Context: an optimization exercise on an open-source flow, tuned for small area. The choices shown serve that exercise and are no tape-out recipe. In this exercise RTL edits were held to simulation tests only and were not proved equivalent to the original. Power figures rest on the tool's default switching activity, not on a simulated workload.

`flow/config.mk`:
```
export PLATFORM = sky130hd
export DESIGN_NAME = CPU
export DESIGN_NICKNAME = CPU
export VERILOG_FILES = /design/flow/design.v
export SDC_FILE = /design/flow/constraint.sdc
export NUM_CORES = 4
export LEC_CHECK = 0
export CAP_MARGIN = 20
export CORE_MARGIN = 2
export CORE_UTILIZATION = 70
export CTS_BUF_LIST = sky130_fd_sc_hd__clkbuf_4 sky130_fd_sc_hd__clkbuf_8
export SLEW_MARGIN = 20
```
`flow/constraint.sdc`:
```
create_clock -name core_clock -period 15.0 [get_ports {clk}]
set_input_delay 3.0000 -clock core_clock [delete_from_list [all_inputs] [get_ports {clk}]]
set_output_delay 3.0000 -clock core_clock [all_outputs]
set_load 0.01 [all_outputs]
```
`flow/design.v`:
```
module ALU (
    input [31:0] Ax,
    input [31:0] B,
    input [3:0] ALUControl,
    output [31:0] Result,
    output Zero
);
    wire add = (ALUControl == 4'd0);
    wire sub = (ALUControl == 4'd1);
    wire opand = (ALUControl == 4'd2);
    wire opor  = (ALUControl == 4'd3);
    wire opxor = (ALUControl == 4'd4);
    wire opnor = (ALUControl == 4'd5);
    wire f00 = sub | opnor;
    wire f01 = add | opxor | opor;
    wire f10 = add | opxor | opor;
    wire f11 = sub | opand | opor;
    wire m   = add | sub;
    wire [32:0] cx;    
    wire [31:0] p;
    assign cx[0] = sub;
    genvar i;
    generate
        for (i = 0; i < 32; i = i + 1) begin : bt
            if (i % 2 == 0) begin : ev
                wire k;   
                hc_mux4 pm (.A0(f10), .A1(f00), .A2(f11), .A3(f01), .S0(Ax[i]), .S1(B[i]), .X(p[i]));
                hc_nor2 kg (.A(Ax[i]), .B(~m), .Y(k));
                hc_mux2i cm (.A0(k), .A1(cx[i]), .S(p[i]), .Y(cx[i+1]));
                hc_xor2 sx (.A(p[i]), .B(cx[i]), .X(Result[i]));
            end else begin : od
                wire kn;  
                hc_mux4 pm (.A0(f00), .A1(f10), .A2(f01), .A3(f11), .S0(Ax[i]), .S1(B[i]), .X(p[i]));
                hc_nand2 kg (.A(Ax[i]), .B(m), .Y(kn));
                hc_mux2i cm (.A0(kn), .A1(cx[i]), .S(p[i]), .Y(cx[i+1]));
                hc_xnor2 sx (.A(p[i]), .B(cx[i]), .Y(Result[i]));
            end
        end
    endgenerate
    wire [7:0] z4;
    wire [1:0] z16n;
    generate
        for (i = 0; i < 8; i = i + 1) begin : zq
            hc_nor4 z (.A(Result[4*i]), .B(Result[4*i+1]), .C(Result[4*i+2]), .D(Result[4*i+3]), .Y(z4[i]));
        end
    endgenerate
    hc_nand4 zh0 (.A(z4[0]), .B(z4[1]), .C(z4[2]), .D(z4[3]), .Y(z16n[0]));
    hc_nand4 zh1 (.A(z4[4]), .B(z4[5]), .C(z4[6]), .D(z4[7]), .Y(z16n[1]));
    hc_nor2  zf  (.A(z16n[0]), .B(z16n[1]), .Y(Zero));
endmodule
module RegisterFile (
    input clk,
    input reset,
    input [3:0] readReg1,
    input [3:0] readReg2,
    input [3:0] writeReg,
    input [31:0] writeData,
    input writeEnable,
    output [31:0] readData1x,
    output [31:0] readData2
);
    reg  [15:0] valid;
    wire [15:0] we;      
    wire [15:0] hold;    
    wire [511:0] regs;
    genvar g, b;
    generate
        for (g = 0; g < 16; g = g + 1) begin : row
            reg  [31:0] q;
            wire [31:0] d;
            assign we[g]   = writeEnable & (writeReg == g);
            assign hold[g] = valid[g] & ~we[g];
            for (b = 0; b < 32; b = b + 1) begin : bt
                hc_a22o upd (.A1(q[b]), .A2(hold[g]), .B1(writeData[b]), .B2(we[g]), .X(d[b]));
            end
            always @(posedge clk)
                q <= d;
            assign regs[32*g +: 32] = q;
        end
    endgenerate
    always @(posedge clk or posedge reset) begin
        if (reset)
            valid <= 16'b0;
        else
            valid <= valid | we;
    end
    wire [15:0] sel1 = valid & (16'b1 << readReg1);
    wire [15:0] sel2 = valid & (16'b1 << readReg2);
    generate
        for (b = 0; b < 32; b = b + 1) begin : rbit
            wire [15:0] col;   
            for (g = 0; g < 16; g = g + 1) begin : c
                assign col[g] = regs[32*g + b];
            end
            RegRead #(.INV(b % 2 == 0)) rd1 (.sel(sel1), .d(col), .y(readData1x[b]));
            RegRead #(.INV(0))          rd2 (.sel(sel2), .d(col), .y(readData2[b]));
        end
    endgenerate
endmodule
module RegRead #(parameter INV = 0) (
    input [15:0] sel,
    input [15:0] d,
    output y
);
    genvar i;
    wire [4:0] t;
    generate
        for (i = 0; i < 5; i = i + 1) begin : grp
            hc_a222oi g (.A1(sel[3*i]), .A2(d[3*i]), .B1(sel[3*i+1]), .B2(d[3*i+1]),
                         .C1(sel[3*i+2]), .C2(d[3*i+2]), .Y(t[i]));
        end
        if (INV) begin : inv
            wire u0, u1;
            hc_nand3 n0 (.A(t[0]), .B(t[1]), .C(t[2]), .Y(u0));
            hc_nand2 n1 (.A(t[3]), .B(t[4]), .Y(u1));
            hc_a211oi o (.A1(sel[15]), .A2(d[15]), .B1(u0), .C1(u1), .Y(y));
        end else begin : tru
            wire v0, t5;
            hc_and3  a0 (.A(t[0]), .B(t[1]), .C(t[2]), .X(v0));
            hc_nand2 n5 (.A(sel[15]), .B(d[15]), .Y(t5));
            hc_nand4 o  (.A(v0), .B(t[3]), .C(t[4]), .D(t5), .Y(y));
        end
    endgenerate
endmodule
module CPU (
    input clk,
    input reset,
    input [3:0] ALUControl,
    input [3:0] readReg1,
    input [3:0] readReg2,
    input [3:0] writeReg,
    input [31:0] writeData,
    input writeEnable,
    output [31:0] ALUResult,
    output Zero
);
    wire [31:0] readData1x;   
    wire [31:0] readData2;    
    RegisterFile regFile (
        .clk(clk),
        .reset(reset),
        .readReg1(readReg1),
        .readReg2(readReg2),
        .writeReg(writeReg),
        .writeData(writeData),
        .writeEnable(writeEnable),
        .readData1x(readData1x),
        .readData2(readData2)
    );
    ALU alu (
        .Ax(readData1x),
        .B(readData2),
        .ALUControl(ALUControl),
        .Result(ALUResult),
        .Zero(Zero)
    );
endmodule
module hc_a22o (input A1, input A2, input B1, input B2, output X);
    assign X = (A1 & A2) | (B1 & B2);
endmodule
module hc_a222oi (input A1, input A2, input B1, input B2, input C1, input C2, output Y);
    assign Y = ~((A1 & A2) | (B1 & B2) | (C1 & C2));
endmodule
module hc_a211oi (input A1, input A2, input B1, input C1, output Y);
    assign Y = ~((A1 & A2) | B1 | C1);
endmodule
module hc_and3 (input A, input B, input C, output X);
    assign X = A & B & C;
endmodule
module hc_nand2 (input A, input B, output Y);
    assign Y = ~(A & B);
endmodule
module hc_nand3 (input A, input B, input C, output Y);
    assign Y = ~(A & B & C);
endmodule
module hc_nand4 (input A, input B, input C, input D, output Y);
    assign Y = ~(A & B & C & D);
endmodule
module hc_nor2 (input A, input B, output Y);
    assign Y = ~(A | B);
endmodule
module hc_nor4 (input A, input B, input C, input D, output Y);
    assign Y = ~(A | B | C | D);
endmodule
module hc_xor2 (input A, input B, output X);
    assign X = A ^ B;
endmodule
module hc_xnor2 (input A, input B, output Y);
    assign Y = ~(A ^ B);
endmodule
module hc_mux2i (input A0, input A1, input S, output Y);
    assign Y = ~(S ? A1 : A0);
endmodule
module hc_mux4 (input A0, input A1, input A2, input A3, input S0, input S1, output X);
    assign X = S1 ? (S0 ? A3 : A2) : (S0 ? A1 : A0);
endmodule
```
`flow/flow/run.sh`:
```
#!/bin/bash
# Layout flow: ORFS's synthesis with one added step, then the standard ORFS
# flow from floorplan to finish.
#
# The added step maps the design's hc_* gate modules (plain-logic modules in
# the RTL) straight to the library gates of the same function (flow/cellmap.v)
# before Yosys flattens the design, so ABC only maps the remaining logic.
# Registers are inferred and mapped exactly as in the standard synthesis.
# Each tool's output goes to a log file of its own in this folder.
set -euo pipefail
W=$PWD
mkdir -p $W/mysynth

# standard synthesis, for reference (register names and cells)
make -C $FLOW_HOME DESIGN_CONFIG=$FLOW_CONFIG WORK_HOME=$W/orfs_std CLKGATE_MAP_FILE= \
  SYNTH_SCRIPT=$W/synth_recipe.tcl synth > $W/std_synth.log 2>&1 || true

# ORFS synth.tcl with the cell-mapping step after the first hierarchy command
sed "/^hierarchy -check -top/a techmap -map $W/flow/cellmap.v" \
  $FLOW_HOME/scripts/synth.tcl > $W/mysynth/synth.tcl
grep -q "cellmap.v" $W/mysynth/synth.tcl
sed "s#source \$::env(SCRIPTS_DIR)/synth.tcl#source $W/mysynth/synth.tcl#" \
  $W/synth_recipe.tcl > $W/mysynth/synth_recipe.tcl
grep -q "mysynth/synth.tcl" $W/mysynth/synth_recipe.tcl

make -C $FLOW_HOME DESIGN_CONFIG=$FLOW_CONFIG WORK_HOME=$W/orfs CLKGATE_MAP_FILE= \
  SYNTH_SCRIPT=$W/mysynth/synth_recipe.tcl synth > $W/my_synth.log 2>&1

# compare the registers with the standard synthesis
python3 $W/flow/regs.py $W/orfs_std/results/$FLOW_PLATFORM/CPU/base/1_2_yosys.v \
  $W/orfs/results/$FLOW_PLATFORM/CPU/base/1_2_yosys.v > $W/regs_compare.log 2>&1 || true
[ -n "${FT_SYNTH_ONLY:-}" ] && exit 0

make -C $FLOW_HOME DESIGN_CONFIG=$FLOW_CONFIG WORK_HOME=$W/orfs CLKGATE_MAP_FILE= \
  SYNTH_SCRIPT=$W/mysynth/synth_recipe.tcl \
  BUFFER_PORTS_ARGS="-buffer_cell sky130_fd_sc_hd__buf_1" finish > $W/orfs_flow.log 2>&1

: # left out here: write the final layout as DEF
  $FLOW_OUT/final.def > $W/mysynth/write_def.tcl
openroad -no_init -exit $W/mysynth/write_def.tcl > $W/write_def.log 2>&1
```
`flow/flow/cellmap.v`:
```
// Maps the design's hc_* gate modules to the library gates of the same function.
module hc_a22o (input A1, input A2, input B1, input B2, output X);
    sky130_fd_sc_hd__a22o_1 _TECHMAP_REPLACE_ (.A1(A1), .A2(A2), .B1(B1), .B2(B2), .X(X));
endmodule

module hc_a222oi (input A1, input A2, input B1, input B2, input C1, input C2, output Y);
    sky130_fd_sc_hd__a222oi_1 _TECHMAP_REPLACE_ (.A1(A1), .A2(A2), .B1(B1), .B2(B2), .C1(C1), .C2(C2), .Y(Y));
endmodule

module hc_a211oi (input A1, input A2, input B1, input C1, output Y);
    sky130_fd_sc_hd__a211oi_1 _TECHMAP_REPLACE_ (.A1(A1), .A2(A2), .B1(B1), .C1(C1), .Y(Y));
endmodule

module hc_and3 (input A, input B, input C, output X);
    sky130_fd_sc_hd__and3_1 _TECHMAP_REPLACE_ (.A(A), .B(B), .C(C), .X(X));
endmodule

module hc_nand2 (input A, input B, output Y);
    sky130_fd_sc_hd__nand2_1 _TECHMAP_REPLACE_ (.A(A), .B(B), .Y(Y));
endmodule

module hc_nand3 (input A, input B, input C, output Y);
    sky130_fd_sc_hd__nand3_1 _TECHMAP_REPLACE_ (.A(A), .B(B), .C(C), .Y(Y));
endmodule

module hc_nand4 (input A, input B, input C, input D, output Y);
    sky130_fd_sc_hd__nand4_1 _TECHMAP_REPLACE_ (.A(A), .B(B), .C(C), .D(D), .Y(Y));
endmodule

module hc_nor2 (input A, input B, output Y);
    sky130_fd_sc_hd__nor2_1 _TECHMAP_REPLACE_ (.A(A), .B(B), .Y(Y));
endmodule

module hc_nor4 (input A, input B, input C, input D, output Y);
    sky130_fd_sc_hd__nor4_1 _TECHMAP_REPLACE_ (.A(A), .B(B), .C(C), .D(D), .Y(Y));
endmodule

module hc_xor2 (input A, input B, output X);
    sky130_fd_sc_hd__xor2_1 _TECHMAP_REPLACE_ (.A(A), .B(B), .X(X));
endmodule

module hc_xnor2 (input A, input B, output Y);
    sky130_fd_sc_hd__xnor2_1 _TECHMAP_REPLACE_ (.A(A), .B(B), .Y(Y));
endmodule

module hc_mux2i (input A0, input A1, input S, output Y);
    sky130_fd_sc_hd__mux2i_1 _TECHMAP_REPLACE_ (.A0(A0), .A1(A1), .S(S), .Y(Y));
endmodule

module hc_mux4 (input A0, input A1, input A2, input A3, input S0, input S1, output X);
    sky130_fd_sc_hd__mux4_2 _TECHMAP_REPLACE_ (.A0(A0), .A1(A1), .A2(A2), .A3(A3), .S0(S0), .S1(S1), .X(X));
endmodule
```
`flow/flow/regs.py`:
```
# regs.py STD.v MINE.v: compare flip-flop instances (name -> cell) of two netlists.
import re, sys
def regs(path):
    r = {}
    for m in re.finditer(r'^\s*(sky130_fd_sc_hd__(?:df|edf|sdf|dl)\w*)\s+(\S+)\s*\(', open(path).read(), re.M):
        r[m.group(2)] = re.sub(r'_\d+$', '', m.group(1))
    return r
a, b = regs(sys.argv[1]), regs(sys.argv[2])
print("standard:", len(a), "mine:", len(b))
bad = 0
for k in sorted(set(a) | set(b)):
    if a.get(k) != b.get(k):
        bad += 1
        if bad <= 20: print("DIFF", k, a.get(k), b.get(k))
print("differences:", bad)
sys.exit(1 if bad else 0)
```
`flow/standard.sh`:
```
#!/bin/bash
# synth_recipe.tcl (not shown) runs the flow's synth.tcl, then flattens the netlist and writes it again
# the make line also repeats each setting of config.mk as NAME=value (left out here)
make -C /OpenROAD-flow-scripts/flow DESIGN_CONFIG=/design/flow/config.mk WORK_HOME=/design/flow/orfs CLKGATE_MAP_FILE= SYNTH_SCRIPT=/design/flow/synth_recipe.tcl "${@:-finish}"
```
==> impl_results.md <==
- Sequential share of the synthesized area: 0.492
- Total wire length after detailed routing: 105 mm
- Remaining routing DRC violations: 0
- Effective utilization at floorplan: 0.709
- Post-synthesis net count: 1,865
- Total of flip-flops plus latches after synthesis: 528
- Number of global-route vias before repair: 23.7k
- Portion of total power attributed to the clock network: 0.388
- Register-to-Register Setup Slack: 12.93 ns
- Worst path slowest cell: sky130_fd_sc_hd__mux4_2
- Worst R2R Start: regFile.valid[1]
- Placed Instances: 2,393
- Slowest cell delay on critical path: 0.53 ns
- Row count: 64
- Fin cells: 2,588
- Clk pin slew, worst setup/hold paths: 0.06 ns
- Worst Skew: 0.0231 ns
- Required time worst endpoint: 12.00 ns
- Fraction of layout cells with a size suffix above 1: 0.179
- Yosys cell types: 33
- Max IR drop VDD: 0.144 mV
- Starting DRC count in detailed routing: 8,936
- Number of port buffers: 83
- Critical path class: input port to output pin
- Origin of the worst setup path: readReg1[0]
- Final Core Density: 0.849
- Crit. End Element: output pin
- Number of max-cap violations: 0
- Min-delay src: regFile.row[15].q[5]
- Most numerous cell types in the synthesized netlist: 512 x sky130_fd_sc_hd__a22o_1, 512 x sky130_fd_sc_hd__dfxtp_1, 320 x sky130_fd_sc_hd__a222oi_1, 83 x sky130_fd_sc_hd__nand2_1, 72 x sky130_fd_sc_hd__and3_1
- Clk latency of the worst-skew pair: 0.68 ns
- Final hold vios: 0
- Number of CTS-inserted buffers: 83
- PD cells: 134 mW/mm2
- Fmax: 0.0648 GHz
- Number of cells on the worst reg-to-reg path: 3
- Switching component of the power: 1.07 mW
- Dominant register cell in the synthesized netlist: sky130_fd_sc_hd__dfxtp_1
- Via Count: 24.8k
- Hold path depth: 1
- Multi-input logic area: 0.0112 mm2
- Count of flip-flops with a built-in enable after synthesis: 0
- Arrival time at the worst endpoint: 12.42 ns
- Pin count of the biggest net entering global routing: 34
- Cell types with the largest area share after synthesis: sky130_fd_sc_hd__dfxtp_1 47%, sky130_fd_sc_hd__a22o_1 21%, sky130_fd_sc_hd__a222oi_1 15%
- Drt first pass iters: 30
- Post-DP HPWL: 56.9 mm
- Worst slew margin: 0.109
- Status: failed layout checks
- First-pass GRT wire length: 145 mm
- Clock Root Buffer: sky130_fd_sc_hd__clkbuf_8
- Blocking Checks: negative setup slack
- Overflow after GRT: 0
- Final setup vio count: 1
- Asr flop ratio synth: 0.0303
- Post-Route Hold Slack: 0.511 ns
- Kind of launch point of the worst setup path: input port
- Sw frac: 0.307
- Unrepaired setup endpoints after global routing: true
- Netlist area before placement: 0.0216 mm2
- Post-route antenna net violation count: 0
- Area Growth Syn to Fin: 19.8%
- Cell type with the highest aggregate area in the netlist: sky130_fd_sc_hd__dfxtp_1
- Nets: 2,180
- Fin worst setup slack: -0.421 ns
- Vertical die dimension: 180 um
- Floorplan die width: 180 um
- Worst path most repeated cell: sky130_fd_sc_hd__mux2i_1
- Routed via count divided by cell count: 9.57
- Full die area: 0.0323 mm2
- Number of fill cells: 1,581
- Hold-fix buffers at CTS: 0
- Boundary Pins: 84
- Clock tree from TritonCTS: yes
- Worst hold-check path type: flop to flop
- Maximum level of the CTS H-tree: 3
- Worst-margin pin slew: 1.32 ns
- Period utilisation layout: 1.03
- Terminus of the critical flop-to-flop path: regFile.row[1].q[19]
- Capture endpoint of the worst hold path: regFile.row[15].q[5]
- Minimum clock period after layout: 15.42 ns
- CTS sink count: 528
- Max Transition Viols Final: 0
- Routed wirelength normalized by instance count: 40.5 um
- Leak: 9.59 nW
- Yosys warning count: 1
- Post-synthesis area per instance: 11.9 um2
- CP Max Fanout: 16
- Total Routing Usage GR: 0.592
- Power share of the combinational group: 0.146
- Area inside the core boundary: 0.0305 mm2
- Number of buffers on the longest clock path: 3
- Cell-internal power: 2.41 mW
- Top cell type's share of synthesized area: 0.474
- Register share of total power: 0.466
- Post-synthesis cell count: 1,814
- Antenna violations before repair: 5
- Sequential cell area: 0.0107 mm2
- RD Place Congestion: 1.08
==> sequential cells by signal (all words and copies together) (netlist names) <==
signal,cells
regFile.row.q,512
regFile.valid,16
==> layout by cell type, fill, tap and decap left out, drive strengths merged, types with 7 or more instances in the layout <==
cell type,count
a22o,512
dfxtp,512
a222oi,320
buf,238
clkbuf,132
nand2,83
and3,72
nand4,50
nor2,39
mux4,32
mux2i,31
nand3,18
o21bai,16
xor2,16
xnor2,16
dfrtp,16
a211oi,16
o21a,16
nor4,8
nor2b,8
clkinv,7
==> worst max-delay path, delay by kind of cell <==
kind	cells	cell delay, ns
mux	29	5.81
simple gates	6	1.45
buf+inv	8	1.33
compound gates	2	0.72
xor+xnor	1	0.09
==> power groups by stage <==
| stage | Combinational (mW) | Clock, mW | Sequential (mW) |
|---|---|---|---|
| finish | 0.509 | 1.35 | 1.62 |
| global route | 0.497 | 1.39 | 1.62 |
| CTS | 0.444 | 1.31 | 1.61 |
| detailed placement | 0.440 | 0 | 1.63 |
| global placement | 0.426 | 0 | 1.63 |
| floorplan | 0.239 | 0 | 1.60 |
==> routing by layer <==
metal,GRT usage,part of all wire,up-vias
li1,-,-,8898
met1,0.708,0.31,11200
met2,0.800,0.38,3501
met3,0.300,0.19,1196
met4,0.461,0.12,4
met5,0.00741,0.00021,-
==> cell families (layout without fill, tap and decap cells) <==
family,after synthesis,count (layout),share of synthesized area
buf+inv,11,386,0.00237
compound gates,881,881,0.372
other cells,0,3,0
xor+xnor,32,32,0.0130
mux,63,63,0.0477
flops,528,528,0.492
simple gates,299,299,0.0722
==> through the flow <==
stage	instance area, um2	TNS, ns	total power [mW]	worst slack (ns)
6_report	25900	-0.421	3.48	-0.421
5_1_grt	25900	-0.679	3.51	-0.679
4_1_cts	25400	0	3.36	0.00348
3_5_place_dp	23400	-0.519	2.07	-0.519
3_3_place_gp	23400	0	2.05	0.168
2_1_floorplan	21600	0	1.84	0.328
==> what timing repair did <==
item | in CTS | in global routing
resized for setup | 2 | 51
pin swaps | 4 | 14
buffers inserted | 21 | 16
endpoints found under the setup margin | 1 | 3
==> layout make-up <==
| class | instances | area share |
|---|---|---|
| antenna | 3 | 0.000290 |
| clock buffer | 131 | 0.0647 |
| clock inverter | 14 | 0.00531 |
| inverter | 2 | 0.000290 |
| multi-input combinational | 1275 | 0.433 |
| sequential | 528 | 0.411 |
| tap | 396 | 0.0191 |
| timing repair buffer | 239 | 0.0659 |
==> how the worst max path moves through the flow <==
stage / slack [ns] / endpoint
final: -0.42 / Zero
after global routing: -0.68 / Zero
after CTS: 0.003 / Zero
after detailed placement: -0.52 / Zero
after global placement: 0.17 / Zero
after floorplan: 0.33 / Zero

## what the ideal ports hide
The flow's constraints put no driver on any port. The routed layout listed below was extracted and timed again, unchanged, in two steps.
Step 1: set_driving_cell puts a clkbuf_16 on clk and a buf_2 on each other input, an assumption about the parent block.
Step 2, shift: input delay + t, output delay - t, t = (earliest + latest rising clock arrival at the registers) / 2. This alone moves slack from input paths to output paths.
Slacks: ideal / step 1 / step 2; pairs: ideal / step 1.
t (ns): 0.714
setup slack, ns: -0.421 / -0.494 / -0.494
worst data-port slew with drivers (ns): 0.16
The setup slack of this run moves by -0.073 ns with the drivers and by -0.073 ns with both steps.
